Background: an optimization exercise with open tools, aiming at small area. Do not read the settings as production practice.
The RTL was checked by simulation tests, not by an equivalence proof against the original design.
The clock port is modelled as an ideal driver, which makes a skipped or thinned clock tree look cheaper than it is; a real chip needs a root buffer or a tree.
Power and IR drop assume default switching activity.

Setup of main:
==> flow/design.v (excerpt) <==
module sync_fifo_sp #(
	parameter W_WIDTH = 32,
	parameter R_WIDTH = 8,
	parameter DEPTH   = 24
)(
	input                          clk,
	input                          rst_n,
	input                          wr_en,
	input      [W_WIDTH-1:0]       din,
	input                          rd_en,
	output     [R_WIDTH-1:0]       dout,
	output                         wfull,
	output                         rempty,
	output     [$clog2(DEPTH):0]   fifo_cnt
);
localparam AW = $clog2(DEPTH);
localparam SP = W_WIDTH / R_WIDTH;
localparam KW = $clog2(SP);
localparam NB = DEPTH * SP;           
localparam NG = NB / 3;               
localparam N4 = NG / 4;               
reg [AW-1:0] w_ptr;
reg [AW-1:0] r_ptr;       
reg [KW-1:0] k;           
reg          busy;
reg [AW-1:0] cnt;         
assign fifo_cnt = {1'b0, cnt};
assign wfull  = cnt[AW-1] & cnt[AW-2];
assign rempty = cnt == 0;
wire wacc = wr_en & ~wfull;
wire fin  = busy & (k == SP - 1);
wire racc = rd_en & ~rempty & ~(fin & (cnt == 1));
wire w_lo7 = &w_ptr[2:0];
wire r_lo7 = &r_ptr[2:0];
wire [1:0] w_hi_n = (w_ptr[4:3] == 2'd2) ? 2'd0 : w_ptr[4:3] + 1'b1;
wire [1:0] r_hi_n = (r_ptr[4:3] == 2'd2) ? 2'd0 : r_ptr[4:3] + 1'b1;
always @(posedge clk or negedge rst_n) begin
	if (~rst_n) begin
		w_ptr <= 0;
		r_ptr <= 0;
		busy  <= 1'b0;
		k     <= 0;
		cnt   <= 0;
	end else begin
		if (wacc) begin
			w_ptr[2:0] <= w_ptr[2:0] + 1'b1;
			if (w_lo7)
				w_ptr[4:3] <= w_hi_n;
		end
		if (fin) begin
			r_ptr[2:0] <= r_ptr[2:0] + 1'b1;
			if (r_lo7)
				r_ptr[4:3] <= r_hi_n;
		end
  ...
Size in the first run: ~2200 cells after synthesis, about 790 flip-flops, ~52 I/O pins, roughly 27000 µm² of cells after synthesis.
export LEC_CHECK = 0
export CAP_MARGIN = 20
export CORE_MARGIN = 2
export CORE_UTILIZATION = 75
export PLACE_DENSITY = 0.85
export SLEW_MARGIN = 20
export SYNTH_HIERARCHICAL = 1
export SYNTH_MINIMUM_KEEP_SIZE = 0
create_clock -name core_clock -period 5.0 [get_ports {clk}]
standard.sh (not shown) runs the stock make flow with config.mk's settings and CLKGATE_MAP_FILE= SYNTH_SCRIPT=/design/flow/synth_recipe.tcl, a recipe that flattens the netlist after the stock synthesis.
==> flow/flow/run.sh <==
#!/bin/bash
# The standard layout (bash standard.sh), with two changes:
#  - the clock tree is built by cts_tree.tcl (sourced as the PRE_CTS hook, it
#    replaces clock_tree_synthesis): flip-flops split by recursive bisection
#    into groups of CTREE_LEAF_SIZE, each driven by one inverter, the leaf
#    inverters grouped under mid-level inverters, all under one root buffer;
#  - port buffers of the smallest buffer cell (repair may still resize them).
set -euo pipefail
cd "$(dirname "$0")/.."
export PRE_CTS_TCL="$PWD/flow/cts_tree.tcl"
export CTREE_LEAF_CELL=sky130_fd_sc_hd__inv_8
export CTREE_LEAF_SIZE=22
export CTREE_MID_CELL=sky130_fd_sc_hd__inv_12
export CTREE_MID_SIZE=12
export CTREE_ROOT_CELL=sky130_fd_sc_hd__clkbuf_16
export BUFFER_PORTS_ARGS="-buffer_cell sky130_fd_sc_hd__buf_1"
bash standard.sh > standard.log 2>&1
==> flow/flow/cts_tree.tcl <==
# Clock tree built in place of clock_tree_synthesis (sourced as the PRE_CTS hook).
# The flip-flops are split by recursive bisection of their placement into compact
# groups of at most CTS_LEAF_SIZE; each group gets one leaf buffer at its centre.
# The leaf buffers are grouped the same way under mid-level buffers, which a
# single root buffer next to the clock port's load centre drives. Every register
# sees the same number of buffer levels.

proc ctree_env {name default} {
  if {[info exists ::env($name)] && $::env($name) ne ""} { return $::env($name) }
  return $default
}

proc ctree_bisect {items maxn} {
  set n [llength $items]
  if {$n <= $maxn} { return [list $items] }
  set g [expr {($n + $maxn - 1) / $maxn}]
  set g1 [expr {$g / 2}]
  set k [expr {int(round(double($n) * $g1 / $g))}]
  set xs [lmap it $items {lindex $it 0}]
  set ys [lmap it $items {lindex $it 1}]
  set dx [expr {[tcl::mathfunc::max {*}$xs] - [tcl::mathfunc::min {*}$xs]}]
  set dy [expr {[tcl::mathfunc::max {*}$ys] - [tcl::mathfunc::min {*}$ys]}]
  set axis [expr {$dx >= $dy ? 0 : 1}]
  set sorted [lsort -integer -index $axis $items]
  return [concat [ctree_bisect [lrange $sorted 0 [expr {$k - 1}]] $maxn] \
                 [ctree_bisect [lrange $sorted $k end] $maxn]]
}

proc ctree_centre {items} {
  set sx 0; set sy 0
  foreach it $items { set sx [expr {$sx + [lindex $it 0]}]; set sy [expr {$sy + [lindex $it 1]}] }
  set n [llength $items]
  return [list [expr {$sx / $n}] [expr {$sy / $n}]]
}

proc ctree_buffer {block master name x y innet outnet} {
  set inst [odb::dbInst_create $block $master $name]
  set w [$master getWidth]; set h [$master getHeight]
  $inst setLocation [expr {int($x - $w / 2)}] [expr {int($y - $h / 2)}]
  $inst setPlacementStatus PLACED
  [$inst findITerm A] connect $innet
  set out [$inst findITerm X]
  if {$out eq "NULL" || $out eq ""} { set out [$inst findITerm Y] }
  $out connect $outnet
  return $inst
}

proc clock_tree_synthesis {args} {
  set db [ord::get_db]
  set block [ord::get_db_block]
  set leaf_master [$db findMaster [ctree_env CTREE_LEAF_CELL sky130_fd_sc_hd__clkbuf_4]]
  set mid_master  [$db findMaster [ctree_env CTREE_MID_CELL sky130_fd_sc_hd__clkbuf_8]]
  set root_master [$db findMaster [ctree_env CTREE_ROOT_CELL sky130_fd_sc_hd__clkbuf_16]]
  set leaf_size [ctree_env CTREE_LEAF_SIZE 16]
  set mid_size  [ctree_env CTREE_MID_SIZE 8]

  set clknet [$block findNet clk]
  set sinks {}
  foreach it [$clknet getITerms] {
    set inst [$it getInst]
    set box [$inst getBBox]
    lappend sinks [list [expr {([$box xMin] + [$box xMax]) / 2}] \
                        [expr {([$box yMin] + [$box yMax]) / 2}] $it]
  }
  puts "ctree: [llength $sinks] clock sinks"

  # leaves
  set leaves {}
  set i 0
  foreach grp [ctree_bisect $sinks $leaf_size] {
    lassign [ctree_centre $grp] cx cy
    set net [odb::dbNet_create $block "clknet_leaf_$i"]
    $net setSigType CLOCK
    foreach s $grp { set it [lindex $s 2]; $it disconnect; $it connect $net }
    lappend leaves [list $cx $cy $i]
    incr i
  }
  # mid level (none when CTREE_MID_SIZE is 0: the root drives the leaves)
  set rootnet [odb::dbNet_create $block "clknet_root"]
  $rootnet setSigType CLOCK
  if {$mid_size == 0} {
    foreach l $leaves {
      lassign $l lx ly li
      ctree_buffer $block $leaf_master "clkbuf_leaf_$li" $lx $ly $rootnet [$block findNet "clknet_leaf_$li"]
    }
    lassign [ctree_centre $leaves] cx cy
    ctree_buffer $block $root_master "clkbuf_root" $cx $cy $clknet $rootnet
    puts "ctree: [llength $leaves] leaf buffers, 1 root buffer"
    global_connect
    set_propagated_clock [all_clocks]
    return
  }
  set mids {}
  set j 0
  foreach grp [ctree_bisect $leaves $mid_size] {
    lassign [ctree_centre $grp] cx cy
    set net [odb::dbNet_create $block "clknet_mid_$j"]
    $net setSigType CLOCK
    foreach l $grp {
      lassign $l lx ly li
      ctree_buffer $block $leaf_master "clkbuf_leaf_$li" $lx $ly $net [$block findNet "clknet_leaf_$li"]
    }
    ctree_buffer $block $mid_master "clkbuf_mid_$j" $cx $cy $rootnet $net
    lappend mids [list $cx $cy $j]
    incr j
  }
  lassign [ctree_centre $mids] cx cy
  ctree_buffer $block $root_master "clkbuf_root" $cx $cy $clknet $rootnet
  puts "ctree: [llength $leaves] leaf buffers, [llength $mids] mid buffers, 1 root buffer"
  global_connect
  set_propagated_clock [all_clocks]
}
main was carried through to the last stage, and its layout satisfied the timing, design-rule and antenna checks.
Changes in the feature branch relative to main:
-- flow/flow/run.sh --
<<< main, line 12
export CTREE_LEAF_SIZE=22
>>> the feature branch, line 12
export CTREE_LEAF_SIZE=20
<<< main, line 14
export CTREE_MID_SIZE=12
>>> the feature branch, line 14
export CTREE_MID_SIZE=5
Notes after the runs:
The feature branch vs main on worst setup slack: the feature branch is the lower one.
The feature branch — total leakage power 0.053 nW higher, main as reference
Against main as the reference, the feature branch delivers a lower fraction of area in registers.
Changes observed in the feature branch relative to main: net count of the finished layout increased 9; utilization after layout higher; worst hold slack after final layout went down by 65 ps; met1 demand-to-capacity share in global routing picked up an extra 0.29 points.
In every run of this note, the design's own scripts or RTL, not TritonCTS, make the clock network.

separate check: timing with driven ports:
No port has a modelled driver above. Below, the same layouts with a new extraction and two added sets of constraints. Step 1, drivers: a clkbuf_16 drives clk and a buf_2 each remaining input, both assumed. Step 2 adds t to the input delays and takes it off the output delays; t is the mean of the earliest and latest rising clock arrival at the registers after step 1. Input paths then give back, and output paths get back, about the clock's delay inside the block. Slacks: ideal ports / drivers / drivers and shift; pairs: ideal ports / drivers.
run	shift t [ns]	setup slack, ns	cell pins on the clock port's net
main	0.533	0.319 / 0.260 / 0.793	1
the feature branch	0.613	0.279 / 0.221 / 0.833	1
After both steps every run listed still meets setup and hold.
